What follows belongs to an exercise in optimizing a design on an open flow for small area and a short achievable clock period; a production flow would make more cautious choices.
The RTL was checked by simulation tests, not by an equivalence proof against the original design.
Power is estimated from default activity; no workload was simulated.

==> flow/design.v <==
module mul8_top (
    input  logic        clk,
    input  logic [ 7:0] i_A,
    input  logic [ 7:0] i_B,
    output logic [15:0] o_result
);
    logic [ 7:0] a_q;
    logic [ 7:0] b_q;
    logic [15:0] product;
    r4mbe_dadda_multiplier_8bit mult_i (
        .i_A     (a_q),
        .i_B     (b_q),
        .o_result(product)
    );
    always_ff @(posedge clk) begin
        a_q      <= i_A;
        b_q      <= i_B;
        o_result <= product;
    end
endmodule

module HA (
    input  logic a,
    input  logic b,
    output logic s,
    output logic cout
);
    assign s = a ^ b;
    assign cout = a & b;
endmodule
module FA (
    input  logic a,
    input  logic b,
    input  logic cin,
    output logic s,
    output logic cout
);
    assign s = a ^ b ^ cin;
    assign cout = (a & b) | (a & cin) | (b & cin);
endmodule
module booth_encoder #(
    parameter int DATAW = 7
) (
    input logic [DATAW-1:0] i_multiplicand,
    input logic [2:0] i_window,
    output logic [DATAW:0] o_encoded,
    output logic o_sign
);
    always_comb begin
        case (i_window)
            3'b000:  o_encoded = '0;
            3'b001:  o_encoded = {1'b0, i_multiplicand[DATAW-1:0]};
            3'b010:  o_encoded = {1'b0, i_multiplicand[DATAW-1:0]};
            3'b011:  o_encoded = {i_multiplicand[DATAW-1:0], 1'b0};
            3'b100:  o_encoded = ~{i_multiplicand[DATAW-1:0], 1'b0};
            3'b101:  o_encoded = ~{1'b0, i_multiplicand[DATAW-1:0]};
            3'b110:  o_encoded = ~{1'b0, i_multiplicand[DATAW-1:0]};
            default: o_encoded = '1;
        endcase
    end
    assign o_sign = i_window[2];
endmodule
module dadda_tree(
    input  logic [8:0] i_rows_0,
    input  logic [8:0] i_rows_1,
    input  logic [8:0] i_rows_2,
    input  logic [8:0] i_rows_3,
    input  logic [8:0] i_rows_4,
    input  logic i_signs_0,
    input  logic i_signs_1,
    input  logic i_signs_2,
    input  logic i_signs_3,
    input  logic i_signs_4,
    output logic [16:0] o_sums,
    output logic [16:0] o_carries
);
    logic [1:0] layer_03_col_00;
    logic [0:0] layer_03_col_01;
    logic [2:0] layer_03_col_02;
    logic [1:0] layer_03_col_03;
    logic [3:0] layer_03_col_04;
    logic [2:0] layer_03_col_05;
    logic [4:0] layer_03_col_06;
    logic [3:0] layer_03_col_07;
    logic [4:0] layer_03_col_08;
    logic [4:0] layer_03_col_09;
    logic [4:0] layer_03_col_10;
    logic [4:0] layer_03_col_11;
    logic [3:0] layer_03_col_12;
    logic [2:0] layer_03_col_13;
    logic [2:0] layer_03_col_14;
    logic [1:0] layer_03_col_15;
    logic [1:0] layer_02_col_00;
    logic [0:0] layer_02_col_01;
    logic [2:0] layer_02_col_02;
    logic [1:0] layer_02_col_03;
    logic [3:0] layer_02_col_04;
    logic [2:0] layer_02_col_05;
    logic [3:0] layer_02_col_06;
    logic [3:0] layer_02_col_07;
    logic [3:0] layer_02_col_08;
    logic [3:0] layer_02_col_09;
    logic [3:0] layer_02_col_10;
    logic [3:0] layer_02_col_11;
    logic [3:0] layer_02_col_12;
    logic [3:0] layer_02_col_13;
    logic [2:0] layer_02_col_14;
    logic [1:0] layer_02_col_15;
    logic [1:0] layer_01_col_00;
    logic [0:0] layer_01_col_01;
    logic [2:0] layer_01_col_02;
    logic [1:0] layer_01_col_03;
    logic [2:0] layer_01_col_04;
    logic [2:0] layer_01_col_05;
    logic [2:0] layer_01_col_06;
    logic [2:0] layer_01_col_07;
    logic [2:0] layer_01_col_08;
    logic [2:0] layer_01_col_09;
    logic [2:0] layer_01_col_10;
    logic [2:0] layer_01_col_11;
    logic [2:0] layer_01_col_12;
    logic [2:0] layer_01_col_13;
    logic [2:0] layer_01_col_14;
    logic [2:0] layer_01_col_15;
    logic [1:0] layer_00_col_00;
    logic [0:0] layer_00_col_01;
    logic [1:0] layer_00_col_02;
    logic [1:0] layer_00_col_03;
    logic [1:0] layer_00_col_04;
    logic [1:0] layer_00_col_05;
    logic [1:0] layer_00_col_06;
    logic [1:0] layer_00_col_07;
    logic [1:0] layer_00_col_08;
    logic [1:0] layer_00_col_09;
    logic [1:0] layer_00_col_10;
    logic [1:0] layer_00_col_11;
    logic [1:0] layer_00_col_12;
    logic [1:0] layer_00_col_13;
    logic [1:0] layer_00_col_14;
    logic [1:0] layer_00_col_15;
    logic [0:0] layer_00_col_16;
    assign layer_03_col_00 = {i_rows_0[0], i_signs_0};
    assign layer_03_col_01 = {i_rows_0[1]};
    assign layer_03_col_02 = {i_rows_0[2], i_rows_1[0], i_signs_1};
    assign layer_03_col_03 = {i_rows_0[3], i_rows_1[1]};
    assign layer_03_col_04 = {i_rows_0[4], i_rows_1[2], i_rows_2[0], i_signs_2};
    assign layer_03_col_05 = {i_rows_0[5], i_rows_1[3], i_rows_2[1]};
    assign layer_03_col_06 = {i_rows_0[6], i_rows_1[4], i_rows_2[2], i_rows_3[0], i_signs_3};
    assign layer_03_col_07 = {i_rows_0[7], i_rows_1[5], i_rows_2[3], i_rows_3[1]};
    assign layer_03_col_08 = {i_rows_0[8], i_rows_1[6], i_rows_2[4], i_rows_3[2], i_rows_4[0]};
    assign layer_03_col_09 = {i_signs_0, i_rows_1[7], i_rows_2[5], i_rows_3[3], i_rows_4[1]};
    assign layer_03_col_10 = {i_signs_0, i_rows_1[8], i_rows_2[6], i_rows_3[4], i_rows_4[2]};
    assign layer_03_col_11 = {~i_signs_0, ~i_signs_1, i_rows_2[7], i_rows_3[5], i_rows_4[3]};
    assign layer_03_col_12 = {1'b1, i_rows_2[8], i_rows_3[6], i_rows_4[4]};
    assign layer_03_col_13 = {~i_signs_2, i_rows_3[7], i_rows_4[5]};
    assign layer_03_col_14 = {1'b1, i_rows_3[8], i_rows_4[6]};
    assign layer_03_col_15 = {~i_signs_3, i_rows_4[7]};
    HA HA_2_0_i (.a(layer_03_col_06[0]), .b(layer_03_col_06[1]), .s(layer_02_col_06[0]), .cout(layer_02_col_07[0]));
    HA HA_2_1_i (.a(layer_03_col_07[0]), .b(layer_03_col_07[1]), .s(layer_02_col_07[1]), .cout(layer_02_col_08[0]));
    HA HA_2_2_i (.a(layer_03_col_12[0]), .b(layer_03_col_12[1]), .s(layer_02_col_12[0]), .cout(layer_02_col_13[0]));
    FA FA_2_0_i (.a(layer_03_col_08[0]), .b(layer_03_col_08[1]), .cin(layer_03_col_08[2]), .s(layer_02_col_08[1]), .cout(layer_02_col_09[0]));
    FA FA_2_1_i (.a(layer_03_col_09[0]), .b(layer_03_col_09[1]), .cin(layer_03_col_09[2]), .s(layer_02_col_09[1]), .cout(layer_02_col_10[0]));
    FA FA_2_2_i (.a(layer_03_col_10[0]), .b(layer_03_col_10[1]), .cin(layer_03_col_10[2]), .s(layer_02_col_10[1]), .cout(layer_02_col_11[0]));
    FA FA_2_3_i (.a(layer_03_col_11[0]), .b(layer_03_col_11[1]), .cin(layer_03_col_11[2]), .s(layer_02_col_11[1]), .cout(layer_02_col_12[1]));
    assign layer_02_col_00[0] = layer_03_col_00[0];
    assign layer_02_col_00[1] = layer_03_col_00[1];
    assign layer_02_col_01[0] = layer_03_col_01[0];
    assign layer_02_col_02[0] = layer_03_col_02[0];
    assign layer_02_col_02[1] = layer_03_col_02[1];
    assign layer_02_col_02[2] = layer_03_col_02[2];
    assign layer_02_col_03[0] = layer_03_col_03[0];
    assign layer_02_col_03[1] = layer_03_col_03[1];
    assign layer_02_col_04[0] = layer_03_col_04[0];
    assign layer_02_col_04[1] = layer_03_col_04[1];
    assign layer_02_col_04[2] = layer_03_col_04[2];
    assign layer_02_col_04[3] = layer_03_col_04[3];
    assign layer_02_col_05[0] = layer_03_col_05[0];
    assign layer_02_col_05[1] = layer_03_col_05[1];
    assign layer_02_col_05[2] = layer_03_col_05[2];
    assign layer_02_col_06[1] = layer_03_col_06[2];
    assign layer_02_col_06[2] = layer_03_col_06[3];
    assign layer_02_col_06[3] = layer_03_col_06[4];
    assign layer_02_col_07[2] = layer_03_col_07[2];
    assign layer_02_col_07[3] = layer_03_col_07[3];
    assign layer_02_col_08[2] = layer_03_col_08[3];
    assign layer_02_col_08[3] = layer_03_col_08[4];
    assign layer_02_col_09[2] = layer_03_col_09[3];
    assign layer_02_col_09[3] = layer_03_col_09[4];
    assign layer_02_col_10[2] = layer_03_col_10[3];
    assign layer_02_col_10[3] = layer_03_col_10[4];
    assign layer_02_col_11[2] = layer_03_col_11[3];
    assign layer_02_col_11[3] = layer_03_col_11[4];
    assign layer_02_col_12[2] = layer_03_col_12[2];
    assign layer_02_col_12[3] = layer_03_col_12[3];
    assign layer_02_col_13[1] = layer_03_col_13[0];
    assign layer_02_col_13[2] = layer_03_col_13[1];
    assign layer_02_col_13[3] = layer_03_col_13[2];
    assign layer_02_col_14[0] = layer_03_col_14[0];
    assign layer_02_col_14[1] = layer_03_col_14[1];
    assign layer_02_col_14[2] = layer_03_col_14[2];
    assign layer_02_col_15[0] = layer_03_col_15[0];
    assign layer_02_col_15[1] = layer_03_col_15[1];
    HA HA_1_0_i (.a(layer_02_col_04[0]), .b(layer_02_col_04[1]), .s(layer_01_col_04[0]), .cout(layer_01_col_05[0]));
    HA HA_1_1_i (.a(layer_02_col_05[0]), .b(layer_02_col_05[1]), .s(layer_01_col_05[1]), .cout(layer_01_col_06[0]));
    HA HA_1_2_i (.a(layer_02_col_14[0]), .b(layer_02_col_14[1]), .s(layer_01_col_14[0]), .cout(layer_01_col_15[0]));
    FA FA_1_0_i (.a(layer_02_col_06[0]), .b(layer_02_col_06[1]), .cin(layer_02_col_06[2]), .s(layer_01_col_06[1]), .cout(layer_01_col_07[0]));
    FA FA_1_1_i (.a(layer_02_col_07[0]), .b(layer_02_col_07[1]), .cin(layer_02_col_07[2]), .s(layer_01_col_07[1]), .cout(layer_01_col_08[0]));
    FA FA_1_2_i (.a(layer_02_col_08[0]), .b(layer_02_col_08[1]), .cin(layer_02_col_08[2]), .s(layer_01_col_08[1]), .cout(layer_01_col_09[0]));
    FA FA_1_3_i (.a(layer_02_col_09[0]), .b(layer_02_col_09[1]), .cin(layer_02_col_09[2]), .s(layer_01_col_09[1]), .cout(layer_01_col_10[0]));
    FA FA_1_4_i (.a(layer_02_col_10[0]), .b(layer_02_col_10[1]), .cin(layer_02_col_10[2]), .s(layer_01_col_10[1]), .cout(layer_01_col_11[0]));
    FA FA_1_5_i (.a(layer_02_col_11[0]), .b(layer_02_col_11[1]), .cin(layer_02_col_11[2]), .s(layer_01_col_11[1]), .cout(layer_01_col_12[0]));
    FA FA_1_6_i (.a(layer_02_col_12[0]), .b(layer_02_col_12[1]), .cin(layer_02_col_12[2]), .s(layer_01_col_12[1]), .cout(layer_01_col_13[0]));
    FA FA_1_7_i (.a(layer_02_col_13[0]), .b(layer_02_col_13[1]), .cin(layer_02_col_13[2]), .s(layer_01_col_13[1]), .cout(layer_01_col_14[1]));
    assign layer_01_col_00[0] = layer_02_col_00[0];
    assign layer_01_col_00[1] = layer_02_col_00[1];
    assign layer_01_col_01[0] = layer_02_col_01[0];
    assign layer_01_col_02[0] = layer_02_col_02[0];
    assign layer_01_col_02[1] = layer_02_col_02[1];
    assign layer_01_col_02[2] = layer_02_col_02[2];
    assign layer_01_col_03[0] = layer_02_col_03[0];
    assign layer_01_col_03[1] = layer_02_col_03[1];
    assign layer_01_col_04[1] = layer_02_col_04[2];
    assign layer_01_col_04[2] = layer_02_col_04[3];
    assign layer_01_col_05[2] = layer_02_col_05[2];
    assign layer_01_col_06[2] = layer_02_col_06[3];
    assign layer_01_col_07[2] = layer_02_col_07[3];
    assign layer_01_col_08[2] = layer_02_col_08[3];
    assign layer_01_col_09[2] = layer_02_col_09[3];
    assign layer_01_col_10[2] = layer_02_col_10[3];
    assign layer_01_col_11[2] = layer_02_col_11[3];
    assign layer_01_col_12[2] = layer_02_col_12[3];
    assign layer_01_col_13[2] = layer_02_col_13[3];
    assign layer_01_col_14[2] = layer_02_col_14[2];
    assign layer_01_col_15[1] = layer_02_col_15[0];
    assign layer_01_col_15[2] = layer_02_col_15[1];
    HA HA_0_0_i (.a(layer_01_col_02[0]), .b(layer_01_col_02[1]), .s(layer_00_col_02[0]), .cout(layer_00_col_03[0]));
    HA HA_0_1_i (.a(layer_01_col_03[0]), .b(layer_01_col_03[1]), .s(layer_00_col_03[1]), .cout(layer_00_col_04[0]));
    FA FA_0_0_i (.a(layer_01_col_04[0]), .b(layer_01_col_04[1]), .cin(layer_01_col_04[2]), .s(layer_00_col_04[1]), .cout(layer_00_col_05[0]));
    FA FA_0_1_i (.a(layer_01_col_05[0]), .b(layer_01_col_05[1]), .cin(layer_01_col_05[2]), .s(layer_00_col_05[1]), .cout(layer_00_col_06[0]));
    FA FA_0_2_i (.a(layer_01_col_06[0]), .b(layer_01_col_06[1]), .cin(layer_01_col_06[2]), .s(layer_00_col_06[1]), .cout(layer_00_col_07[0]));
    FA FA_0_3_i (.a(layer_01_col_07[0]), .b(layer_01_col_07[1]), .cin(layer_01_col_07[2]), .s(layer_00_col_07[1]), .cout(layer_00_col_08[0]));
    FA FA_0_4_i (.a(layer_01_col_08[0]), .b(layer_01_col_08[1]), .cin(layer_01_col_08[2]), .s(layer_00_col_08[1]), .cout(layer_00_col_09[0]));
    FA FA_0_5_i (.a(layer_01_col_09[0]), .b(layer_01_col_09[1]), .cin(layer_01_col_09[2]), .s(layer_00_col_09[1]), .cout(layer_00_col_10[0]));
    FA FA_0_6_i (.a(layer_01_col_10[0]), .b(layer_01_col_10[1]), .cin(layer_01_col_10[2]), .s(layer_00_col_10[1]), .cout(layer_00_col_11[0]));
    FA FA_0_7_i (.a(layer_01_col_11[0]), .b(layer_01_col_11[1]), .cin(layer_01_col_11[2]), .s(layer_00_col_11[1]), .cout(layer_00_col_12[0]));
    FA FA_0_8_i (.a(layer_01_col_12[0]), .b(layer_01_col_12[1]), .cin(layer_01_col_12[2]), .s(layer_00_col_12[1]), .cout(layer_00_col_13[0]));
    FA FA_0_9_i (.a(layer_01_col_13[0]), .b(layer_01_col_13[1]), .cin(layer_01_col_13[2]), .s(layer_00_col_13[1]), .cout(layer_00_col_14[0]));
    FA FA_0_10_i (.a(layer_01_col_14[0]), .b(layer_01_col_14[1]), .cin(layer_01_col_14[2]), .s(layer_00_col_14[1]), .cout(layer_00_col_15[0]));
    FA FA_0_11_i (.a(layer_01_col_15[0]), .b(layer_01_col_15[1]), .cin(layer_01_col_15[2]), .s(layer_00_col_15[1]), .cout(layer_00_col_16[0]));
    assign layer_00_col_00[0] = layer_01_col_00[0];
    assign layer_00_col_00[1] = layer_01_col_00[1];
    assign layer_00_col_01[0] = layer_01_col_01[0];
    assign layer_00_col_02[1] = layer_01_col_02[2];
    assign o_carries[0] = layer_00_col_00[0];
    assign o_sums[0] = layer_00_col_00[1];
    assign o_carries[1] = layer_00_col_01[0];
    assign o_sums[1] = 0;
    assign o_carries[2] = layer_00_col_02[0];
    assign o_sums[2] = layer_00_col_02[1];
    assign o_carries[3] = layer_00_col_03[0];
    assign o_sums[3] = layer_00_col_03[1];
    assign o_carries[4] = layer_00_col_04[0];
    assign o_sums[4] = layer_00_col_04[1];
    assign o_carries[5] = layer_00_col_05[0];
    assign o_sums[5] = layer_00_col_05[1];
    assign o_carries[6] = layer_00_col_06[0];
    assign o_sums[6] = layer_00_col_06[1];
    assign o_carries[7] = layer_00_col_07[0];
    assign o_sums[7] = layer_00_col_07[1];
    assign o_carries[8] = layer_00_col_08[0];
    assign o_sums[8] = layer_00_col_08[1];
    assign o_carries[9] = layer_00_col_09[0];
    assign o_sums[9] = layer_00_col_09[1];
    assign o_carries[10] = layer_00_col_10[0];
    assign o_sums[10] = layer_00_col_10[1];
    assign o_carries[11] = layer_00_col_11[0];
    assign o_sums[11] = layer_00_col_11[1];
    assign o_carries[12] = layer_00_col_12[0];
    assign o_sums[12] = layer_00_col_12[1];
    assign o_carries[13] = layer_00_col_13[0];
    assign o_sums[13] = layer_00_col_13[1];
    assign o_carries[14] = layer_00_col_14[0];
    assign o_sums[14] = layer_00_col_14[1];
    assign o_carries[15] = layer_00_col_15[0];
    assign o_sums[15] = layer_00_col_15[1];
    assign o_carries[16] = layer_00_col_16[0];
    assign o_sums[16] = 0;
endmodule
module r4mbe_dadda_multiplier_8bit (
    input  logic [ 7:0] i_A,
    input  logic [ 7:0] i_B,
    output logic [15:0] o_result
);
    logic [ 8:0] rows_0     ;
    logic        rows_sign_0;
    logic [ 8:0] rows_1     ;
    logic        rows_sign_1;
    logic [ 8:0] rows_2     ;
    logic        rows_sign_2;
    logic [ 8:0] rows_3     ;
    logic        rows_sign_3;
    logic [ 8:0] rows_4     ;
    logic        rows_sign_4;
    logic [10:0] padded_B;
    logic [16:0] dadda_out1;
    logic [16:0] dadda_out2;
    logic [17:0] full_result;
    assign padded_B = {1'b0, 1'b0, i_B, 1'b0};
    booth_encoder #(
        .DATAW(8)
    ) encoder_0 (
        .i_multiplicand(i_A),
        .i_window      (padded_B[2:0]),
        .o_encoded     (rows_0),
        .o_sign        (rows_sign_0)
    );
    booth_encoder #(
        .DATAW(8)
    ) encoder_1 (
        .i_multiplicand(i_A),
        .i_window      (padded_B[4:2]),
        .o_encoded     (rows_1),
        .o_sign        (rows_sign_1)
    );
    booth_encoder #(
        .DATAW(8)
    ) encoder_2 (
        .i_multiplicand(i_A),
        .i_window      (padded_B[6:4]),
        .o_encoded     (rows_2),
        .o_sign        (rows_sign_2)
    );
    booth_encoder #(
        .DATAW(8)
    ) encoder_3 (
        .i_multiplicand(i_A),
        .i_window      (padded_B[8:6]),
        .o_encoded     (rows_3),
        .o_sign        (rows_sign_3)
    );
    booth_encoder #(
        .DATAW(8)
    ) encoder_4 (
        .i_multiplicand(i_A),
        .i_window      (padded_B[10:8]),
        .o_encoded     (rows_4),
        .o_sign        (rows_sign_4)
    );
    dadda_tree dadda_tree_i (
        .i_rows_0(rows_0),
        .i_rows_1(rows_1),
        .i_rows_2(rows_2),
        .i_rows_3(rows_3),
        .i_rows_4(rows_4),
        .i_signs_0(rows_sign_0),
        .i_signs_1(rows_sign_1),
        .i_signs_2(rows_sign_2),
        .i_signs_3(rows_sign_3),
        .i_signs_4(rows_sign_4),
        .o_sums(dadda_out1),
        .o_carries(dadda_out2)
    );
    assign full_result = dadda_out1 + dadda_out2;
    assign o_result = full_result[15:0];
endmodule
==> flow/run.sh <==
#!/bin/bash
# synth_recipe.tcl (not shown) runs the flow's synth.tcl, then flattens the netlist and writes it again
# the make line also repeats each setting of config.mk as NAME=value (left out here)
make -C /OpenROAD-flow-scripts/flow DESIGN_CONFIG=/design/flow/config.mk WORK_HOME=/design/flow/orfs CLKGATE_MAP_FILE= SYNTH_SCRIPT=/design/flow/synth_recipe.tcl finish
==> flow/config.mk <==
export PLATFORM = sky130hd
export DESIGN_NAME = mul8_top
export DESIGN_NICKNAME = mul8_top
export VERILOG_FILES = /design/flow/design.v
export SDC_FILE = /design/flow/constraint.sdc
export NUM_CORES = 4
export LEC_CHECK = 0
export CAP_MARGIN = 20
export CORE_MARGIN = 2
export CORE_UTILIZATION = 40
export SLEW_MARGIN = 20
==> flow/constraint.sdc <==
create_clock -name core_clock -period 5.0 [get_ports {clk}]
set_input_delay 1.0000 -clock core_clock [delete_from_list [all_inputs] [get_ports {clk}]]
set_output_delay 1.0000 -clock core_clock [all_outputs]
set_load 0.01 [all_outputs]
==> results.txt <==
layer usage:
| metal | vias up | track usage (%) |
|---|---|---|
| met5 | - | 0 |
| met4 | 0 | 5.85 |
| met3 | 12 | 2.85 |
| met2 | 63 | 32.4 |
| met1 | 1278 | 21.3 |
| li1 | 1370 | - |
per-stage QoR:
| stage | util, % | setup slack, ns | total power (uW) |
|---|---|---|---|
| 2_1_floorplan | - | 0.662 | 1210 |
| 3_3_place_gp | 45.7 | 0.508 | 1490 |
| 3_5_place_dp | 45.7 | 0.249 | 1510 |
| 4_1_cts | 46.9 | 0.262 | 1730 |
| 5_1_grt | 46.9 | 0.0730 | 1900 |
| 6_report | 46.9 | 0.357 | 1710 |
cells in the mapped netlist (3+ instances only):
master     n
a21oi_1   38
o21a_1     4
nor2_1    32
nand3_1    4
inv_1     35
o22ai_1    8
a22oi_1    9
xnor2_1   12
fa_1      21
clkbuf_1  28
nor3_1     3
nand2_1   42
dfxtp_1   32
o21ai_0   18
a22o_2     5
ha_1      25
a31oi_1    5
xor2_1     8
buf_6      3
and2_1     8
a221oi_1  14
a21o_1     3
mux2i_1    7
power by group through the flow:
stage | Sequential [uW] | Clock (uW) | Combinational [uW]
6_report | 364 | 214 | 1130
5_1_grt | 372 | 233 | 1300
4_1_cts | 364 | 223 | 1140
3_5_place_dp | 370 | 0 | 1140
3_3_place_gp | 370 | 0 | 1120
2_1_floorplan | 391 | 0 | 821
layout make-up:
| type | count | area (um2) |
|---|---|---|
| Clock buffer | 8 | 90.1 |
| Multi-Input combinational cell | 289 | 2190 |
| Inverter | 35 | 131 |
| Tap cell | 102 | 128 |
| Sequential cell | 32 | 642 |
| Fill cell | 762 | 4060 |
| Timing Repair Buffer | 43 | 403 |
flip-flops by register name, indices dropped and copies added (netlist names):
register / count
a_q: 8
b_q: 8
o_result: 16
worst min path at each step:
stage | endpoint | cells after the start
after global placement | o_result[0] | 3
final | o_result[0] | 3
after CTS | o_result[0] | 3
after detailed placement | o_result[0] | 3
after floorplan | o_result[0] | 1
after global routing | o_result[0] | 3
logic make-up after synthesis:
group,after synthesis,synth area share (%)
multiplexers,7,2.25
flip-flops,32,20.5
buffers and inverters,70,9.23
AO/OA/AOI/OAI,116,24.7
adder cells (fa/ha/maj),46,23.5
AND/OR/NAND/NOR,100,14.2
XOR/XNOR,20,5.62
critical path, stage by stage, from the launching register on:
cell	delay (ns)
dfxtp_1	0.59
xor2_1	0.16
and2_1	0.25
a221oi_1	0.37
fa_1	0.47
inv_1	0.09
fa_1	0.44
fa_1	0.51
inv_1	0.04
ha_1	0.40
a21oi_1	0.23
o22ai_1	0.10
o21a_1	0.17
nor3_1	0.39
o22a_1	0.23
o21ai_0	0.07
==> flow_summary.ini <==
[outcome]
outcome = finished clean

[placed_design]
placed_area_um2 = 3490
hpwl_mm = 5.45
gp_congestion = 0.877
numPortBuffers = 32
place_inst = 501

[pwr]
comb_power_share_pct = 66.2
p_int_uw = 977
p_clk_share_pct = 12.5
pwr-share-seq_pct = 21.3
p_sw_uw = 736
cellPowerDensity_nw_per_um2 = 478
power.leakage_uw = 0.00157
vdd_drop_max_v = 0.000204
swShare_pct = 43.0

[route]
dr.max_layer_used = met4
drc = 0
wire_per_inst_um = 14.1
drt_iter0_markers = 147
routed_wl_mm = 7.17
viasPerCell = 5.35
ant_nets = 0
via_count = 2723
wl_met3_um = 263
drt_pass1_iterations = 4
m1WireLength_mm = 3.14
wl_met2_mm = 3.60

[final_layout]
syn_to_final_growth_pct = 14.9
n_antenna_cell = 0
postLayoutCellArea_um2 = 3580
nets = 469
drive_above_1_share_pct = 7.13
final_cells = 509
layout_common_cells = 42 x nand2_1, 38 x a21oi_1, 35 x inv_1, 32 x nor2_1, 32 x clkdlybuf4s50_1
mostFrequentLayoutCell = nand2_1

[sta]
period_share_pct = 92.9
slew_violations = 0
final-hold-violation-count = 0
timing.hold.ws_ns = 0.852
grt_setup_unrepaired = no
skew_ns = 0.00527
tightest_slew_ns = 0.806
max-slew-margin-rel_pct = 46.1
setup-violations-final = 0
tns_ns = 0
min_period_ns = 4.64
fmax_mhz = 215

[synthesis]
syn_inst = 391
synth_warnings = 2
synth_seq_cells = 32
yosys-top-cells-area = dfxtp_1 21%, fa_1 13%, ha_1 10%
syn_avg_cell_area_um2 = 7.98
synth_cell_type_count = 43
async_flop_share_pct = 0
synth_top_area_cell = dfxtp_1
synth_flop_cell = dfxtp_1
synth-edff-count = 0
yosysSeqAreaShare_pct = 20.5
syn_nets = 454
synth_area_um2 = 3120
synth_top_area_share_pct = 20.5

[critical_path]
timing.rr.start = b_q[5]
path_max_fanout = 12
cp.required_ns = 5.18
cp_data_arrival_time_ns = 4.82
reg2reg_to = o_result[14]
reg2reg_depth = 15
end_kind = register
critPathLaunch = b_q[5]
crit_type = register to register
ff2ff_setup_slack_ns = 0.36
worstSetupEndpoint = o_result[14]
startpoint_type = register

[global_route]
grt_max_degree = 20
grt-ovfl-total = 0
antenna_found_initial = 0
grt_pass1_vias = 2616
grt_pass1_wl_mm = 12.0
grt_usage_pct = 17.8

[clock_network]
tritoncts.num_buffers = 5
hold_buffers = 0
cts.sinks = 32
clock_tree.buffer_depth = 2
cts_setup_buffers = 0
clkSlewWorstSetupHoldPaths_ns = 0.07
insertion_delay_ns = 0.29
clockRootBuffer = clkbuf_8
cts_tree = built
htreeDepth = 2
post_cts_resized = 0

[floorplan]
die-area_um2 = 8520
start_util_pct = 40.8
die_w_um = 92.3
core_area_um2 = 7650
io_pins = 33
std_cell_rows = 32
fp.dieH_um = 92.3

[hold_path]
min_from = a_q[0]
hp-class = register to register

[run]
cap_violations = 0

what the ideal ports hide:
No port has a modelled driver above. Below, the same layout with a new extraction and two added sets of constraints.
Step 1 assumes that a clkbuf_16 drives the clock port and a buf_2 every other input.
Step 2 moves the port delays by t, midway between the first and last clock arrival at a register: inputs arrive t later, outputs are due t later. That takes back most of the time a late clock gives input paths.
Slacks: ideal / step 1 / step 2; pairs: ideal / step 1.
t (ns): 0.315
setup WS [ns]: 0.357 / 0.357 / 0.357
slew at the worst register clock pin (ns): 0.07 / 0.07
worst slew at a driven data input, ns: 0.04
pins driven straight from the clock port: 1
After both steps setup and hold are still met in this run. The setup slack of this run moves by 0.000 ns with the drivers and by 0.000 ns with both steps.
